What follows belongs to an exercise in optimizing a design on an open flow for small area, a short achievable clock period and few clock cycles per item; a production flow would make more cautious choices. Only simulation tests tie the RTL to the original design; equivalence was not proved. Power figures rest on the tool's default switching activity, not on a simulated workload.

**config.mk**
```make
export PLATFORM = sky130hd
export DESIGN_NAME = mltp
export DESIGN_NICKNAME = mltp
export VERILOG_FILES = /design/flow/design.v
export SDC_FILE = /design/flow/constraint.sdc
export NUM_CORES = 4
export LEC_CHECK = 0
export CAP_MARGIN = 20
export CORE_MARGIN = 2
export CORE_UTILIZATION = 40
export SETUP_SLACK_MARGIN = 1.95
export SLEW_MARGIN = 20
export SYNTH_HIERARCHICAL = 1
export SYNTH_MINIMUM_KEEP_SIZE = 0
```
**design.v**
```verilog
`timescale 1ns / 1ps
module mltp (
  input S, CLK, Clr,
  input [7:0] Binput, Qinput,
  output [7:0] A, Q,
  output reg R  
);
  wire pp0_0, pp0_1, pp0_2, pp0_3, pp0_4, pp0_5, pp0_6, pp0_7, pp1_0, pp1_1, pp1_2, pp1_3, pp1_4, pp1_5, pp1_6, pp1_7, pp2_0, pp2_1, pp2_2, pp2_3, pp2_4, pp2_5, pp2_6, pp2_7, pp3_0, pp3_1, pp3_2, pp3_3, pp3_4, pp3_5, pp3_6, pp3_7, pp4_0, pp4_1, pp4_2, pp4_3, pp4_4, pp4_5, pp4_6, pp4_7, pp5_0, pp5_1, pp5_2, pp5_3, pp5_4, pp5_5, pp5_6, pp5_7, pp6_0, pp6_1, pp6_2, pp6_3, pp6_4, pp6_5, pp6_6, pp6_7, pp7_0, pp7_1, pp7_2, pp7_3, pp7_4, pp7_5, pp7_6, pp7_7, s1, c2, s3, c4, s5, c6, s7, c8, s9, c10, s11, c12, s13, c14, s15, c16, s17, c18, s19, c20, s21, c22, s23, c24, s25, c26, s27, c28, s29, c30, s31, c32, s33, c34, s35, c36, s37, c38, s39, c40, s41, c42, s43, c44, s45, c46, s47, c48, s49, c50, s51, c52, s53, c54, s55, c56, s57, c58, s59, c60, s61, c62, s63, c64, s65, c66, s67, c68, s69, c70, s71, c72, s73, c74, s75, c76, s77, c78, s79, c80, s81, c82, s83, c84, s85, c86, s87, c88, s89, c90, s91, c92, s93, c94;
  assign pp0_0 = ~(Binput[0] & Qinput[0]);
  assign pp0_1 = ~(Binput[0] & Qinput[1]);
  assign pp0_2 = ~(Binput[0] & Qinput[2]);
  assign pp0_3 = ~(Binput[0] & Qinput[3]);
  assign pp0_4 = ~(Binput[0] & Qinput[4]);
  assign pp0_5 = ~(Binput[0] & Qinput[5]);
  assign pp0_6 = ~(Binput[0] & Qinput[6]);
  assign pp0_7 = ~(Binput[0] & Qinput[7]);
  assign pp1_0 = ~(Binput[1] & Qinput[0]);
  assign pp1_1 = ~(Binput[1] & Qinput[1]);
  assign pp1_2 = ~(Binput[1] & Qinput[2]);
  assign pp1_3 = ~(Binput[1] & Qinput[3]);
  assign pp1_4 = ~(Binput[1] & Qinput[4]);
  assign pp1_5 = ~(Binput[1] & Qinput[5]);
  assign pp1_6 = ~(Binput[1] & Qinput[6]);
  assign pp1_7 = ~(Binput[1] & Qinput[7]);
  assign pp2_0 = ~(Binput[2] & Qinput[0]);
  assign pp2_1 = ~(Binput[2] & Qinput[1]);
  assign pp2_2 = ~(Binput[2] & Qinput[2]);
  assign pp2_3 = ~(Binput[2] & Qinput[3]);
  assign pp2_4 = ~(Binput[2] & Qinput[4]);
  assign pp2_5 = ~(Binput[2] & Qinput[5]);
  assign pp2_6 = ~(Binput[2] & Qinput[6]);
  assign pp2_7 = ~(Binput[2] & Qinput[7]);
  assign pp3_0 = ~(Binput[3] & Qinput[0]);
  assign pp3_1 = ~(Binput[3] & Qinput[1]);
  assign pp3_2 = ~(Binput[3] & Qinput[2]);
  assign pp3_3 = ~(Binput[3] & Qinput[3]);
  assign pp3_4 = ~(Binput[3] & Qinput[4]);
  assign pp3_5 = ~(Binput[3] & Qinput[5]);
  assign pp3_6 = ~(Binput[3] & Qinput[6]);
  assign pp3_7 = ~(Binput[3] & Qinput[7]);
  assign pp4_0 = ~(Binput[4] & Qinput[0]);
  assign pp4_1 = ~(Binput[4] & Qinput[1]);
  assign pp4_2 = ~(Binput[4] & Qinput[2]);
  assign pp4_3 = ~(Binput[4] & Qinput[3]);
  assign pp4_4 = ~(Binput[4] & Qinput[4]);
  assign pp4_5 = ~(Binput[4] & Qinput[5]);
  assign pp4_6 = ~(Binput[4] & Qinput[6]);
  assign pp4_7 = ~(Binput[4] & Qinput[7]);
  assign pp5_0 = ~(Binput[5] & Qinput[0]);
  assign pp5_1 = ~(Binput[5] & Qinput[1]);
  assign pp5_2 = ~(Binput[5] & Qinput[2]);
  assign pp5_3 = ~(Binput[5] & Qinput[3]);
  assign pp5_4 = ~(Binput[5] & Qinput[4]);
  assign pp5_5 = ~(Binput[5] & Qinput[5]);
  assign pp5_6 = ~(Binput[5] & Qinput[6]);
  assign pp5_7 = ~(Binput[5] & Qinput[7]);
  assign pp6_0 = ~(Binput[6] & Qinput[0]);
  assign pp6_1 = ~(Binput[6] & Qinput[1]);
  assign pp6_2 = ~(Binput[6] & Qinput[2]);
  assign pp6_3 = ~(Binput[6] & Qinput[3]);
  assign pp6_4 = ~(Binput[6] & Qinput[4]);
  assign pp6_5 = ~(Binput[6] & Qinput[5]);
  assign pp6_6 = ~(Binput[6] & Qinput[6]);
  assign pp6_7 = ~(Binput[6] & Qinput[7]);
  assign pp7_0 = ~(Binput[7] & Qinput[0]);
  assign pp7_1 = ~(Binput[7] & Qinput[1]);
  assign pp7_2 = ~(Binput[7] & Qinput[2]);
  assign pp7_3 = ~(Binput[7] & Qinput[3]);
  assign pp7_4 = ~(Binput[7] & Qinput[4]);
  assign pp7_5 = ~(Binput[7] & Qinput[5]);
  assign pp7_6 = ~(Binput[7] & Qinput[6]);
  assign pp7_7 = ~(Binput[7] & Qinput[7]);
  mltp_xnor u_s1 (.a(pp0_7), .b(pp1_6), .y(s1));
  mltp_or u_c2 (.a(pp0_7), .b(pp1_6), .y(c2));
  mltp_xnor u_s3 (.a(pp1_7), .b(pp2_6), .y(s3));
  mltp_or u_c4 (.a(pp1_7), .b(pp2_6), .y(c4));
  mltp_xnor u_s5 (.a(pp0_2), .b(pp1_1), .y(s5));
  mltp_or u_c6 (.a(pp0_2), .b(pp1_1), .y(c6));
  mltp_fa u_s7 (.a(pp0_3), .b(pp1_2), .c(pp2_1), .s(s7), .co(c8));
  mltp_xnor u_s9 (.a(pp3_0), .b(c6), .y(s9));
  mltp_or u_c10 (.a(pp3_0), .b(c6), .y(c10));
  mltp_fa u_s11 (.a(pp0_4), .b(pp1_3), .c(pp2_2), .s(s11), .co(c12));
  mltp_fa u_s13 (.a(pp3_1), .b(pp4_0), .c(c8), .s(s13), .co(c14));
  mltp_xnor u_s15 (.a(s11), .b(c10), .y(s15));
  mltp_or u_c16 (.a(s11), .b(c10), .y(c16));
  mltp_fa u_s17 (.a(pp0_5), .b(pp1_4), .c(pp2_3), .s(s17), .co(c18));
  mltp_fa u_s19 (.a(pp3_2), .b(pp4_1), .c(pp5_0), .s(s19), .co(c20));
  mltp_fa u_s21 (.a(c12), .b(s17), .c(s19), .s(s21), .co(c22));
  mltp_xnor u_s23 (.a(c14), .b(c16), .y(s23));
  mltp_or u_c24 (.a(c14), .b(c16), .y(c24));
  mltp_fa u_s25 (.a(pp0_6), .b(pp1_5), .c(pp2_4), .s(s25), .co(c26));
  mltp_fa u_s27 (.a(pp3_3), .b(pp4_2), .c(pp5_1), .s(s27), .co(c28));
  mltp_fa u_s29 (.a(pp6_0), .b(c18), .c(c20), .s(s29), .co(c30));
  mltp_fa u_s31 (.a(s25), .b(s27), .c(s29), .s(s31), .co(c32));
  mltp_fa u_s33 (.a(c22), .b(c24), .c(s31), .s(s33), .co(c34));
  mltp_fa u_s35 (.a(pp2_5), .b(pp3_4), .c(pp4_3), .s(s35), .co(c36));
  mltp_fa u_s37 (.a(pp5_2), .b(pp6_1), .c(pp7_0), .s(s37), .co(c38));
  mltp_fa u_s39 (.a(s1), .b(c26), .c(c28), .s(s39), .co(c40));
  mltp_fa u_s41 (.a(s35), .b(s37), .c(c30), .s(s41), .co(c42));
  mltp_fa u_s43 (.a(s39), .b(c32), .c(s41), .s(s43), .co(c44));
  mltp_fa u_s45 (.a(pp3_5), .b(pp4_4), .c(pp5_3), .s(s45), .co(c46));
  mltp_fa u_s47 (.a(pp6_2), .b(pp7_1), .c(c2), .s(s47), .co(c48));
  mltp_fa u_s49 (.a(s3), .b(c36), .c(c38), .s(s49), .co(c50));
  mltp_fa u_s51 (.a(s45), .b(s47), .c(c40), .s(s51), .co(c52));
  mltp_fa u_s53 (.a(s49), .b(c42), .c(s51), .s(s53), .co(c54));
  mltp_fa u_s55 (.a(pp2_7), .b(pp3_6), .c(pp4_5), .s(s55), .co(c56));
  mltp_fa u_s57 (.a(pp5_4), .b(pp6_3), .c(pp7_2), .s(s57), .co(c58));
  mltp_fa u_s59 (.a(c4), .b(c46), .c(s55), .s(s59), .co(c60));
  mltp_fa u_s61 (.a(s57), .b(c48), .c(c50), .s(s61), .co(c62));
  mltp_fa u_s63 (.a(s59), .b(c52), .c(s61), .s(s63), .co(c64));
  mltp_fa u_s65 (.a(pp3_7), .b(pp4_6), .c(pp5_5), .s(s65), .co(c66));
  mltp_fa u_s67 (.a(pp6_4), .b(pp7_3), .c(c56), .s(s67), .co(c68));
  mltp_fa u_s69 (.a(c58), .b(s65), .c(s67), .s(s69), .co(c70));
  mltp_fa u_s71 (.a(c60), .b(c62), .c(s69), .s(s71), .co(c72));
  mltp_fa u_s73 (.a(pp4_7), .b(pp5_6), .c(pp6_5), .s(s73), .co(c74));
  mltp_fa u_s75 (.a(pp7_4), .b(c66), .c(s73), .s(s75), .co(c76));
  mltp_fa u_s77 (.a(c68), .b(s75), .c(c70), .s(s77), .co(c78));
  mltp_fa u_s79 (.a(pp5_7), .b(pp6_6), .c(pp7_5), .s(s79), .co(c80));
  mltp_fa u_s81 (.a(c74), .b(s79), .c(c76), .s(s81), .co(c82));
  mltp_fa u_s83 (.a(pp6_7), .b(pp7_6), .c(c80), .s(s83), .co(c84));
  mltp_xnor u_s85 (.a(pp0_1), .b(pp1_0), .y(s85));
  mltp_or u_c86 (.a(pp0_1), .b(pp1_0), .y(c86));
  mltp_fa u_s87 (.a(pp2_0), .b(c86), .c(s5), .s(s87), .co(c88));
  mltp_fa u_s89 (.a(s7), .b(s9), .c(c88), .s(s89), .co(c90));
  mltp_fa u_s91 (.a(s15), .b(s13), .c(c90), .s(s91), .co(c92));
  mltp_fa u_s93 (.a(s21), .b(s23), .c(c92), .s(s93), .co(c94));
  reg r_lo0, r_lo1, r_lo2, r_lo3, r_lo4, r_lo5, r6_0, r6_1, r7_0, r7_1, r8_0, r8_1, r9_0, r9_1, r10_0, r10_1, r11_0, r11_1, r12_0, r12_1, r13_0, r13_1, r14_0, r14_1;
  always @(posedge CLK)
    if (S) begin
      r_lo0 <= pp0_0;
      r_lo1 <= s85;
      r_lo2 <= s87;
      r_lo3 <= s89;
      r_lo4 <= s91;
      r_lo5 <= s93;
      r6_0 <= s33;
      r6_1 <= c94;
      r7_0 <= c34;
      r7_1 <= s43;
      r8_0 <= c44;
      r8_1 <= s53;
      r9_0 <= c54;
      r9_1 <= s63;
      r10_0 <= c64;
      r10_1 <= s71;
      r11_0 <= s77;
      r11_1 <= c72;
      r12_0 <= s81;
      r12_1 <= c78;
      r13_0 <= s83;
      r13_1 <= c82;
      r14_0 <= pp7_7;
      r14_1 <= c84;
    end
  wire [9:0] hi_n = {1'b1, r14_0, r13_0, r12_0, r11_0, r10_0, r9_0, r8_0, r7_0, r6_0} + {1'b1, r14_1, r13_1, r12_1, r11_1, r10_1, r9_1, r8_1, r7_1, r6_1} + 1'b1;
  wire [9:0] hi = ~hi_n;
  assign {A, Q} = {hi, ~r_lo5, ~r_lo4, ~r_lo3, ~r_lo2, ~r_lo1, ~r_lo0};
  always @(posedge CLK or negedge Clr)
    if (~Clr) R <= 1'b0;
    else if (S) R <= 1'b1;
endmodule
module mltp_fa (input a, b, c, output s, co);
  assign s = a ^ b ^ c;
  assign co = (a & b) | (c & (a ^ b));
endmodule
module mltp_xnor (input a, b, output y);
  assign y = ~(a ^ b);
endmodule
module mltp_or (input a, b, output y);
  assign y = a | b;
endmodule
```
**flow/run.sh**
```bash
#!/bin/bash
# The standard layout (standard.sh, unchanged synthesis), with two layout
# settings changed: the port buffers are plain buffers (buf_2) instead of the
# delay cells buffer_ports picks by default, and the resizer may swap a cell
# for one of another footprint (MATCH_CELL_FOOTPRINT=0), so it can size them.
# The full output of make (every ORFS step, each also logged under
# orfs/logs/) goes to make.log.
set -euo pipefail
bash standard.sh MATCH_CELL_FOOTPRINT=0 \
  "BUFFER_PORTS_ARGS=-buffer_cell sky130_fd_sc_hd__buf_2" finish > make.log 2>&1
```
**constraint.sdc**
```tcl
create_clock -name core_clock -period 5.0 [get_ports {CLK}]
set_input_delay 1.0000 -clock core_clock [delete_from_list [all_inputs] [get_ports {CLK}]]
set_output_delay 1.0000 -clock core_clock [all_outputs]
set_load 0.01 [all_outputs]
```
**standard.sh**
```bash
#!/bin/bash
# synth_recipe.tcl (not shown) runs the flow's synth.tcl, then flattens the netlist and writes it again
# the make line also repeats each setting of config.mk as NAME=value (left out here)
make -C /OpenROAD-flow-scripts/flow DESIGN_CONFIG=/design/flow/config.mk WORK_HOME=/design/flow/orfs CLKGATE_MAP_FILE= SYNTH_SCRIPT=/design/flow/synth_recipe.tcl "${@:-finish}"
```
==> run summary, run 1 <==
* Post-synthesis compound-gate area fraction at 4.22%
* Longest Clk Path Bufs at 2
* I/O Pins at 36
* CP startpoint kind: input port
* CTS tree: yes
* First-pass GRT wire length at a little under 7 mm
* Simple-gate area share of the yosys netlist at ~14%
* Clock Sinks at 25
* HP Class: reg -> reg
* Synthesized area per cell at roughly 11 um^2
* Worst-path clk slew at about 70 ps
* Antenna violations before repair at 0
* Buffers on Ports at 35
* R2R Path Start: R$_DFFE_PN0P_
* Rel. slew slack at around two thirds
* Skew-Pair Late Insertion Delay at ~260 ps
* Final Net Count at between 300 and 400
* Most common cell on crit path: fa_1
* Die area at approximately 6500 um^2
* Final setup vio count at 0
* Worst Path Buf+Inv at 1
* CP delay by family, top: adder cells
* Tcrit/Tclk final at about three fifths
* Setup tns final at 0 ps
* Crit-path slowest cell: fa_1
* DRC at 0
* Sequential fraction of the synthesis area at a little under a third
* Syn-to-layout area delta at 16.8%
* Crit path kind: in -> reg
* Via density at around 4.8
* Grt total ovfl at 0
* Rows at 27
* Via count at approximately 1500
* Number of CTS-inserted buffers at 3
* Chip Width at 80.5 um
* Routed Antenna Nets at 0
* First-pass detailed-route iteration total at 4
* Mapped Cells at 210
* Min cycle time layout at approximately 3000 ps
* Synth Register Bits at 25
* Fraction of layout cells with a size suffix above 1 at 30.2%
* Max cap viols at 0
* LEAKAGE at around 0.001 uW
* Post-synthesis xor/xnor area fraction at under 10%
* Critical path origin: Qinput[0]
* Max Freq at 331 MHz
* Die H at about 81 um
* CP cell instances: clkbuf_4 > nand2_2 > fa_2 > fa_1 > fa_1 > fa_1
* Switching fraction of total power at 36.9%
* Req. time, crit path at ~5000 ps
* Worst hold margin at around 490 ps
* Synthesized area at ~2300 um^2
* P_sw at around 350 uW
* P_int at 601 uW
* DP Cell Count at 301
* Cell Count, Final, Fillers Out at roughly 300
* RSZ-0062 raised after global routing: yes
* Root Buffer: clkbuf_8
* Distinct cells, synth at 27
* Largest family of logic cells by synthesized area: adder cells
* Total track usage at between 10 and 15%
* Reg power frac at between 30% and 40%
* Clock Power Share at ~12%
* Critical path endpoint category: flop
* Part of the power in combinational logic at 55.6%
* Worst-margin pin slew at slightly below 500 ps
* Min-delay src: R$_DFFE_PN0P_
* Initial Utilization at 42.0%
* DR iter-0 viols at 58
* Routed wire length at between 4 and 5 mm
* Fin Clk Skew at 0 ps
* Worst path max stage delay at 510 ps
* Synth Net Count at around 280
* Core area at between 5000 and 6000 um^2
* Largest net degree at the start of global routing at 26
* Status: timing/DRC/antenna clean
* P per Cell Area at 348 nW/um^2
* Final Max Tran Viols at 0
* Routability cong. at 0.887
* Vias in the first global route at roughly 1400
* Ant diodes at 0
* Proportion of synthesized area in mux cells at 0%
* CTS H-tree lvls at 1
* Wirelength per Cell at 13.5 um
* Crit path max fanout at 8
* Worst vdd ir at roughly 0.00016 V
* Synth Area in Adders at 39.9%
* Dpl hpwl at ~3.5 mm
* Synth warnings at 7
* Final hold viol count at 0
* Arrival @ worst endpoint at roughly 3000 ps
metal layers:
layer	vias to the layer above	wire (um)	GRT usage, %
met5	-	0	0
met4	0	65	5.25
met3	5	137	1.35
met2	29	1980	21.5
met1	721	1970	20.2
li1	715	-	-
Yosys cell counts:
library cell | number | share of area (%)
inv_1 | 11 | 1.8
a221o_1 | 1 | 0.43
fa_1 | 41 | 35
a21oi_1 | 1 | 0.21
edfxtp_1 | 24 | 31
or2_1 | 7 | 1.9
xor2_1 | 2 | 0.75
a221oi_1 | 1 | 0.37
and3_2 | 1 | 0.32
o2111ai_1 | 1 | 0.37
o21ai_0 | 2 | 0.43
ha_1 | 9 | 4.8
a31oi_1 | 2 | 0.53
o211ai_1 | 1 | 0.32
nor2b_1 | 1 | 0.27
a21oi_4 | 1 | 0.70
nor2_1 | 1 | 0.16
nand3_1 | 1 | 0.21
o21ai_1 | 1 | 0.21
clkbuf_1 | 16 | 2.6
nand2_1 | 67 | 11
xnor2_1 | 12 | 4.5
and2_4 | 1 | 0.37
nand2b_1 | 1 | 0.27
dfrtp_1 | 1 | 1.1
a21o_1 | 2 | 0.64
or2_2 | 1 | 0.27
stage by stage:
step	util, %	area [um^2]	worst slack [ps]	power (uW)
6_report	49.0	2730	1980	952
5_1_grt	49.0	2730	1870	1040
4_1_cts	47.9	2670	1950	937
3_5_place_dp	46.7	2600	1610	826
3_3_place_gp	46.7	2600	1660	814
2_1_floorplan	-	2480	1800	679
power groups by stage:
stage               clock (uW)  combinational [uW]  sequential [uW]
finish                     110                 529              313
global route               120                 598              318
CTS                        114                 511              312
detailed placement           0                 510              316
global placement             0                 499              314
floorplan                    0                 368              311
area by class of cell:
cell class / count / area, um^2
well taps: 72 / 90.1
fillers: 544 / 2840
inverters: 11 / 41.3
clock buffers: 4 / 45.0
flip-flops and latches: 25 / 746
repair buffers: 37 / 223
multi-input cells: 158 / 1590
path summary, 6_finish.rpt:
check,to,slack (ps),depth (start not counted)
worst max-delay path,r6_0$_DFFE_PP_,1980,6
worst min register to register,R$_DFFE_PN0P_,490,1
worst min-delay path,R$_DFFE_PN0P_,490,1
max in group asynchronous,R$_DFFE_PN0P_,4410,1
min in group asynchronous,R$_DFFE_PN0P_,500,1
worst max register to register,R$_DFFE_PN0P_,4210,1
modules after synthesis, one instance, submodules excluded:
| module | flip-flops and latches | copies in the design |
|---|---|---|
| mltp_fa | 0 | 40 |
| mltp_or | 0 | 7 |
| mltp_xnor | 0 | 7 |
| mltp | 25 | 1 |
placed cells by master (no fill, tap or decap), types with 3 or more instances in the layout:
cell	netlist	routed
nand2_1	67	61
fa_2	0	15
xnor2_1	12	12
inv_1	11	10
ha_1	9	6
edfxtp_1	24	24
buf_4	0	7
buf_2	0	22
clkbuf_4	0	8
clkbuf_8	0	3
nand2_2	0	5
fa_1	41	26
or2_1	7	7
timing repair:
action | CTS | global route
cloned | 0 | 0
gates resized for setup | 12 | 13
setup endpoints to repair | 4 | 11
hold buffers | 0 | 0
pin swaps | 2 | 8
buffers inserted | 0 | 2
kinds of logic after synthesis:
kind of cell	count (synthesis)
AOI/OAI and AO/OA	13
xor gates and xnor gates	14
adders and majority gates	50
buffers and inverters	27
DFF	25
and+or+nand+nor	81
Testbench counts, summed over its fixed seeds: cycles 2,048, products 2,048.
==> run 2: changes to the inputs <==
--- a/config.mk
+++ b/config.mk
@@ -9,5 +9,5 @@
 export CORE_MARGIN = 2
 export CORE_UTILIZATION = 40
-export SETUP_SLACK_MARGIN = 1.95
+export SETUP_SLACK_MARGIN = 2.1
 export SLEW_MARGIN = 20
 export SYNTH_HIERARCHICAL = 1
==> run summary, run 2 <==
* Status: timing/DRC/antenna clean (unchanged)
* Grt total ovfl at 0 (unchanged)
* Crit path kind: reg -> out (was in -> reg)
* Top cells by area, synth: fa_1 35%, edfxtp_1 31%, nand2_1 11%, ha_1 4.8%, xnor2_1 4.5% (unchanged)
* Cell Count, Final, Fillers Out at 316 (was 307)
* FFs w/ async S/R, synth at 4.00% (unchanged)
* Fin Clk Skew at 0 ps (unchanged)
* Req. time, crit path at 4000 ps (was 5000 ps)
* Dpl ws at 1610 ps (about the same)
* Rel. slew slack at 66.9% (was 67.1%)
* Largest net degree at the start of global routing at 26 (unchanged)
* Tcrit/Tclk final at 60.1% (was 60.5%)
* Dpl hpwl at 3.53 mm (was 3.55 mm)
* Ant diodes at 0 (unchanged)
* LEAKAGE at 0.00114 uW (was 0.00101 uW)
* Final hold viol count at 0 (unchanged)
* DP Cell Count at 301 (unchanged)
* Antenna violations before repair at 0 (unchanged)
* Via density at 4.75 (was 4.79)
* Top-area cell type share of the netlist area at 35.1% (unchanged)
* Core area at 5570 um^2 (unchanged)
* Rows at 27 (unchanged)
* Multi-input gate area at 1690 um^2 (was 1590 um^2)
* Synthesized area at 2340 um^2 (unchanged)
* Mapped Cells at 210 (unchanged)
* Max Freq at 333 MHz (was 331 MHz)
* Routed wire length at 4.33 mm (was 4.15 mm)
* Final Max Tran Viols at 0 (unchanged)
* Initial Utilization at 42.0% (unchanged)
* Routed Antenna Nets at 0 (unchanged)
* Distinct cells, synth at 27 (unchanged)
* Clock Sinks at 25 (unchanged)
* Min cycle time layout at 3000 ps (was 3020 ps)
* Power Total at 1020 uW (was 952 uW)
* Highest-count cells in the layout ignoring fill and taps: 47 x nand2_1, 24 x edfxtp_1, 22 x fa_2 (was 61 x nand2_1, 26 x fa_1, 24 x edfxtp_1)
* Leading cell types by count after synthesis: 67 x nand2_1, 41 x fa_1, 24 x edfxtp_1 (unchanged)
* Worst Path Buf+Inv at 1 (unchanged)
* Number of CTS-inserted buffers at 3 (unchanged)
* Syn-to-layout area delta at 30.9% (was 16.8%)
* Max cap viols at 0 (unchanged)
* Die area at 6480 um^2 (unchanged)
* Synthesized area per cell at 11.1 um^2 (unchanged)
* First-pass GRT wire length at 7.49 mm (was 6.73 mm)
* Worst vdd ir at 0.000166 V (was 0.000157 V)
* Synth Net Count at 279 (unchanged)
* Worst path max stage delay at 420 ps (was 510 ps)
* Synth Register Bits at 25 (unchanged)
* Total track usage at 15.0% (was 13.9%)
* Area leader, netlist: fa_1 (unchanged)
* Most common cell after layout, fill and taps aside: nand2_1 (unchanged)
* Worst-path clk slew at 80 ps (was 70 ps)
* Routability cong. at 0.863 (was 0.887)
* Crit path max fanout at 4 (was 8)
* Crit-path slowest cell: edfxtp_1 (was fa_1)
* CP startpoint kind: flop (was input port)
* Vias in the first global route at 1573 (was 1415)
* CTS H-tree lvls at 1 (unchanged)
* Setup tns final at 0 ps (unchanged)
* Cts hold-fix bufs at 0 (unchanged)
* Buffers on Ports at 35 (unchanged)
* Final Net Count at 314 (was 305)
* DRC at 0 (unchanged)
* I/O Pins at 36 (unchanged)
* First-pass detailed-route iteration total at 4 (unchanged)
* Via count at 1501 (was 1470)
* Sequential standard cell area at 746 um^2 (unchanged)
* Most common cell in the netlist: nand2_1 (unchanged)
* Die H at 80.5 um (unchanged)
* Final setup vio count at 0 (unchanged)
* Chip Width at 80.5 um (unchanged)
* HP Class: reg -> reg (unchanged)
* Worst-margin pin slew at 496 ps (was 494 ps)
* Root Buffer: clkbuf_8 (unchanged)
* EDFF count, synth at 24 (unchanged)
* CP cell instances: ha_4 > and2_4 > a221o_1 > a31oi_1 > o21ai_2 > xnor2_1 > buf_2 (was clkbuf_4 > nand2_2 > fa_2 > fa_1 > fa_1 > fa_1)
* Critical path origin: r12_0$_DFFE_PP_ (was Qinput[0])
* CP delay by family, top: compound AO/OA/AOI/OAI gates (was adder cells)
* Synth Flop Type: edfxtp_1 (unchanged)
* Post-route setup slack at 2000 ps (was 1980 ps)
* Sequential fraction of the synthesis area at 31.9% (unchanged)
* R2R setup slack at 4220 ps (was 4210 ps)
* CTS tree: yes (unchanged)
* Synth warnings at 7 (unchanged)
* Min-delay src: R$_DFFE_PN0P_ (unchanged)
* DR iter-0 viols at 28 (was 58)
* Wirelength per Cell at 13.7 um (was 13.5 um)
* Skew-Pair Late Insertion Delay at 250 ps (was 260 ps)
* P per Cell Area at 333 nW/um^2 (was 348 nW/um^2)
* Critical path endpoint category: output port (was flop)
* Filler Cells Inserted at 504 (was 544)
* R2R Path Start: R$_DFFE_PN0P_ (unchanged)
* RSZ-0062 raised after global routing: yes (unchanged)
* Arrival @ worst endpoint at 2000 ps (was 3030 ps)
* Longest Clk Path Bufs at 2 (unchanged)
* Fraction of layout cells with a size suffix above 1 at 43.0% (was 30.2%)
==> run 2: changes by cell type in the layout (fill, tap and decap cells not counted), moves of 5 or more <==
cell	before	now
fa_2	15	22
nand2_2	5	15
buf_4	7	12
fa_1	26	19
buf_12	0	11
clkbuf_4	8	0
nand2_1	61	47
==> run 2: final cells by class <==
cell class / instances / area share, %
multi-input cells: 158 / 55.2
clock buffers: 4 / 1.47
flip-flops and latches: 25 / 24.3
repair buffers: 46 / 14.7
inverters: 11 / 1.35
well taps: 72 / 2.94
==> run 2: worst paths after layout <==
check | to | depth (start not counted)
max in group asynchronous | R$_DFFE_PN0P_ | 1
setup reg to reg | R$_DFFE_PN0P_ | 1
hold / removal | R$_DFFE_PN0P_ | 1
setup / recovery | A[6] | 7
min in group asynchronous | R$_DFFE_PN0P_ | 1
hold reg to reg | R$_DFFE_PN0P_ | 1
==> run 2: cells by family (layout without fill, tap and decap cells) <==
group | Yosys count | in the layout | share of synthesized area [%]
DFF | 25 | 25 | 31.9
AOI/OAI and AO/OA | 13 | 13 | 4.22
and+or+nand+nor | 81 | 81 | 14.5
buffers and inverters | 27 | 61 | 4.33
xor gates and xnor gates | 14 | 14 | 5.24
adders and majority gates | 50 | 50 | 39.9
==> run 2: power breakdown <==
part	internal, uW	leakage (uW)	switching (uW)
combinational	296	0.000872	299
clock	56.6	0.0000228	52.8
sequential	295	0.000246	19.9
==> run 2: timing repair <==
item / in CTS / in global routing
endpoints found under the setup margin: 17 / 15
pin swaps: 17 / 15
buffers inserted: 8 / 3
gates resized for setup: 75 / 27
==> run 2: per-module statistics from Yosys, one instance, submodules excluded <==
module / flops+latches / copies in the design / area, um^2
mltp_or: 0 / 7 / 6.26
mltp: 25 / 1 / 1440
mltp_xnor: 0 / 7 / 8.76
mltp_fa: 0 / 40 / 20.0
==> run 2: stage by stage <==
step           area (um^2)  utilization, %  hold WS (ps)
4_1_cts               2950            52.9           482
5_1_grt               3060            55.0           489
2_1_floorplan         2520               -           512
3_5_place_dp          2610            46.9           465
6_report              3060            55.0           476
3_3_place_gp          2610            46.9           450
==> run 2: metal layers <==
metal	GRT usage, %	vias up	share of wire, %
met5	0	-	0
met4	3.56	0	0.92
met3	0.899	2	2.5
met2	24.9	21	48
met1	21.6	746	48
li1	-	732	-
==> run 3: changes to the inputs <==
==> flow/run.sh (replaced) <==
#!/bin/bash
# The standard layout (standard.sh, unchanged synthesis), with two layout
# settings changed: the port buffers are plain buffers (buf_1) instead of the
# delay cells buffer_ports picks by default, and the resizer may swap a cell
# for one of another footprint (MATCH_CELL_FOOTPRINT=0), so it can size them.
# The full output of make (every ORFS step, each also logged under
# orfs/logs/) goes to make.log.
set -euo pipefail
bash standard.sh MATCH_CELL_FOOTPRINT=0 \
  "BUFFER_PORTS_ARGS=-buffer_cell sky130_fd_sc_hd__buf_1" finish > make.log 2>&1
--- a/config.mk
+++ b/config.mk
@@ -9,5 +9,5 @@
 export CORE_MARGIN = 2
 export CORE_UTILIZATION = 40
-export SETUP_SLACK_MARGIN = 2.1
+export SETUP_SLACK_MARGIN = 1.3
 export SLEW_MARGIN = 20
 export SYNTH_HIERARCHICAL = 1
==> run summary, run 3 <==
* Status: timing/DRC/antenna clean (unchanged)
* Top-area cell type share of the netlist area at 35.1% (unchanged)
* Distinct cells, synth at 27 (unchanged)
* Final hold viol count at 0 (unchanged)
* Largest net degree at the start of global routing at 26 (unchanged)
* Wirelength per Cell at 13.3 um (was 13.7 um)
* Total track usage at 14.1% (was 15.0%)
* Area leader, netlist: fa_1 (unchanged)
* Post-layout util at 46.0% (was 55.0%)
* Final Cell Area at 2560 um^2 (was 3060 um^2)
* Syn-to-layout area delta at 9.46% (was 30.9%)
* Number of CTS-inserted buffers at 3 (unchanged)
* Reg2Reg Depth at 1 (unchanged)
* CP cell instances: buf_1 > nand2_1 > or2_1 > fa_1 > fa_1 > fa_1 > fa_1 (was ha_4 > and2_4 > a221o_1 > a31oi_1 > o21ai_2 > xnor2_1 > buf_2)
* HP Class: in -> async (was reg -> reg)
* CTS H-tree lvls at 1 (unchanged)
* Longest Clk Path Bufs at 2 (unchanged)
* LEAKAGE at 0.000899 uW (was 0.00114 uW)
* Mapped Cells at 210 (unchanged)
* Worst path max stage delay at 430 ps (was 420 ps)
* DR iter-0 viols at 41 (was 28)
* Post_cts resized at 0 (was 75)
* Most common cell in the netlist: nand2_1 (unchanged)
* Initial Utilization at 42.0% (unchanged)
* Synth warnings at 7 (unchanged)
* R2R Path End: R$_DFFE_PN0P_ (unchanged)
* Clock Sinks at 25 (unchanged)
* First-pass GRT wire length at 6.94 mm (was 7.49 mm)
* Ant diodes at 0 (unchanged)
* Sequential standard cell area at 746 um^2 (unchanged)
* Vias in the first global route at 1495 (was 1573)
* Antenna violations before repair at 0 (unchanged)
* Arrival @ worst endpoint at 3320 ps (was 2000 ps)
* Critical path endpoint category: flop (was output port)
* Min cycle time layout at 3310 ps (was 3000 ps)
* P per Cell Area at 350 nW/um^2 (was 333 nW/um^2)
* Worst-path clk slew at 70 ps (was 80 ps)
* Synth Register Bits at 25 (unchanged)
* Synth Net Count at 279 (unchanged)
* Most common cell on crit path: fa_1
* Core area at 5570 um^2 (unchanged)
* Crit-path slowest cell: fa_1 (was edfxtp_1)
* Top cells by area, synth: fa_1 35%, edfxtp_1 31%, nand2_1 11%, ha_1 4.8%, xnor2_1 4.5% (unchanged)
* R2R Path Start: R$_DFFE_PN0P_ (unchanged)
* RSZ-0062 raised after global routing: no (was yes)
* Sequential fraction of the synthesis area at 31.9% (unchanged)
* Synthesized area per cell at 11.1 um^2 (unchanged)
* Rel. slew slack at 72.8% (was 66.9%)
* Grt total ovfl at 0 (unchanged)
* Synthesized area at 2340 um^2 (unchanged)
* Skew-Pair Late Insertion Delay at 260 ps (was 250 ps)
* CTS tree: yes (unchanged)
* Tcrit/Tclk final at 66.2% (was 60.1%)
* Stages on the worst setup path at 7 (unchanged)
* Most common cell after layout, fill and taps aside: nand2_1 (unchanged)
* Max Freq at 302 MHz (was 333 MHz)
* Dpl hpwl at 3.45 mm (was 3.53 mm)
* EDFF count, synth at 24 (unchanged)
* Worst Path Buf+Inv at 1 (unchanged)
* Crit path kind: in -> reg (was reg -> out)
* Rows at 27 (unchanged)
* Max cap viols at 0 (unchanged)
* Routed wire length at 4.07 mm (was 4.33 mm)
* Final setup vio count at 0 (unchanged)
* Req. time, crit path at 5010 ps (was 4000 ps)
* Worst hold margin at 476 ps (about the same)
* CP delay by family, top: adder cells (was compound AO/OA/AOI/OAI gates)
* Power Total at 896 uW (was 1020 uW)
* Setup Buffers After CTS at 0 (was 8)
* Leading cell types by count after synthesis: 67 x nand2_1, 41 x fa_1, 24 x edfxtp_1 (unchanged)
* Root Buffer: clkbuf_8 (unchanged)
* Chip Width at 80.5 um (unchanged)
* Final Max Tran Viols at 0 (unchanged)
* Final Net Count at 305 (was 314)
* First-pass detailed-route iteration total at 5 (was 4)
* Cts hold-fix bufs at 0 (unchanged)
* R2R setup slack at 4220 ps (about the same)
* Placed Area at 2520 um^2 (was 2610 um^2)
* Fin Clk Skew at 0 ps (unchanged)
* I/O Pins at 36 (unchanged)
* Crit path max fanout at 8 (was 4)
* Routability cong. at 0.835 (was 0.863)
* Die H at 80.5 um (unchanged)
* Synth Flop Type: edfxtp_1 (unchanged)
* Filler Cells Inserted at 551 (was 504)
* Multi-input gate area at 1490 um^2 (was 1690 um^2)
* FFs w/ async S/R, synth at 4.00% (unchanged)
* Routed Antenna Nets at 0 (unchanged)
* Worst vdd ir at 0.000131 V (was 0.000166 V)
* Die area at 6480 um^2 (unchanged)
* Setup tns final at 0 ps (unchanged)
* Highest-count cells in the layout ignoring fill and taps: 67 x nand2_1, 41 x fa_1, 35 x buf_1 (was 47 x nand2_1, 24 x edfxtp_1, 22 x fa_2)
* Buffers on Ports at 35 (unchanged)
* Worst-margin pin slew at 407 ps (was 496 ps)
* Via density at 4.79 (was 4.75)
* Fraction of layout cells with a size suffix above 1 at 3.83% (was 43.0%)
* Via count at 1472 (was 1501)
* DRC at 0 (unchanged)
* CP startpoint kind: input port (was flop)
-- run 3: cell counts after synthesis --
Identical to the previous run, type by type.
-- run 3: cells by family (layout without fill, tap and decap cells) --
logic type,Yosys count,after routing,synth area share (%)
flops,25,25,31.9
xor+xnor,14,14,5.24
simple gates,81,81,14.5
fa+ha+maj,50,50,39.9
compound gates,13,13,4.22
buf+inv,27,52,4.33
-- run 3: worst max-delay path by stage --
stage | start | to | slack, ps
floorplan | Binput[1] | r_lo5$_DFFE_PP_ | 1590
global placement | Qinput[1] | r_lo5$_DFFE_PP_ | 1420
detailed placement | Qinput[0] | r_lo5$_DFFE_PP_ | 1400
CTS | Qinput[0] | r_lo5$_DFFE_PP_ | 1690
global route | Qinput[1] | r_lo5$_DFFE_PP_ | 1580
finish | Qinput[0] | r_lo5$_DFFE_PP_ | 1690
-- run 3: where the power goes --
group | total (uW) | leakage [uW] | internal (uW) | switching [uW]
clock network | 112 | 0.0000228 | 56.8 | 54.7
registers | 309 | 0.000246 | 294 | 14.9
logic | 475 | 0.000631 | 203 | 272
total | 896 | 0.000899 | 555 | 341
-- run 3: per-layer routing --
layer | GRT usage, % | share of wire (%) | vias to the layer above
met5 | 0 | 0 | -
met4 | 6.10 | 1.8 | 0
met3 | 1.24 | 3.2 | 7
met2 | 22.2 | 46 | 27
met1 | 20.1 | 49 | 726
li1 | - | - | 712
-- run 3: cell type report --
type                       instances  share of cell area, %
tap                               72                   3.52
timing repair buffer              37                   5.71
sequential                        25                   29.1
clock buffer                       4                   1.76
multi-input combinational        158                   58.3
inverter                          11                   1.61
-- run 3: metrics by stage --
step                      worst slack, ps  cells
after floorplan                      1590    210
after detailed placement             1400    303
after CTS                            1690    307
after global placement               1420    303
after global routing                 1580    307
final                                1690    307
-- run 3: per-module statistics from Yosys (local to each module, per instance) --
module / cells inside / copies in the design / area [um^2]
mltp: 156 / 1 / 1440
mltp_fa: 1 / 40 / 20.0
mltp_xnor: 1 / 7 / 8.76
mltp_or: 1 / 7 / 6.26

[separate check: timing with driven ports]
Ports are ideal in the flow. The routed layouts listed here were re-timed in OpenROAD.
Step 1, drivers: a clkbuf_16 drives CLK and a buf_2 each remaining input, both assumed.
Step 2 moves the port delays by t, midway between the first and last clock arrival at a register: inputs arrive t later, outputs are due t later. That takes back most of the time a late clock gives input paths.
Slacks: no drivers / after step 1 / after step 2; pairs: no drivers / after step 1.
run | t, ns | setup slack, ns | worst register clock-pin slew, ns | worst data-port slew with drivers (ns)
run 1 | 0.281 | 1.976 / 1.953 / 1.695 | 0.07 / 0.07 | 0.03
run 2 | 0.276 | 1.997 / 1.970 / 1.694 | 0.08 / 0.08 | 0.07
run 3 | 0.286 | 1.691 / 1.692 / 1.406 | 0.07 / 0.07 | 0.03
After both steps every run listed still meets setup and hold. For run 2, which loses most, drivers alone change the setup slack by -0.027 ns; drivers and shift together by -0.303 ns.
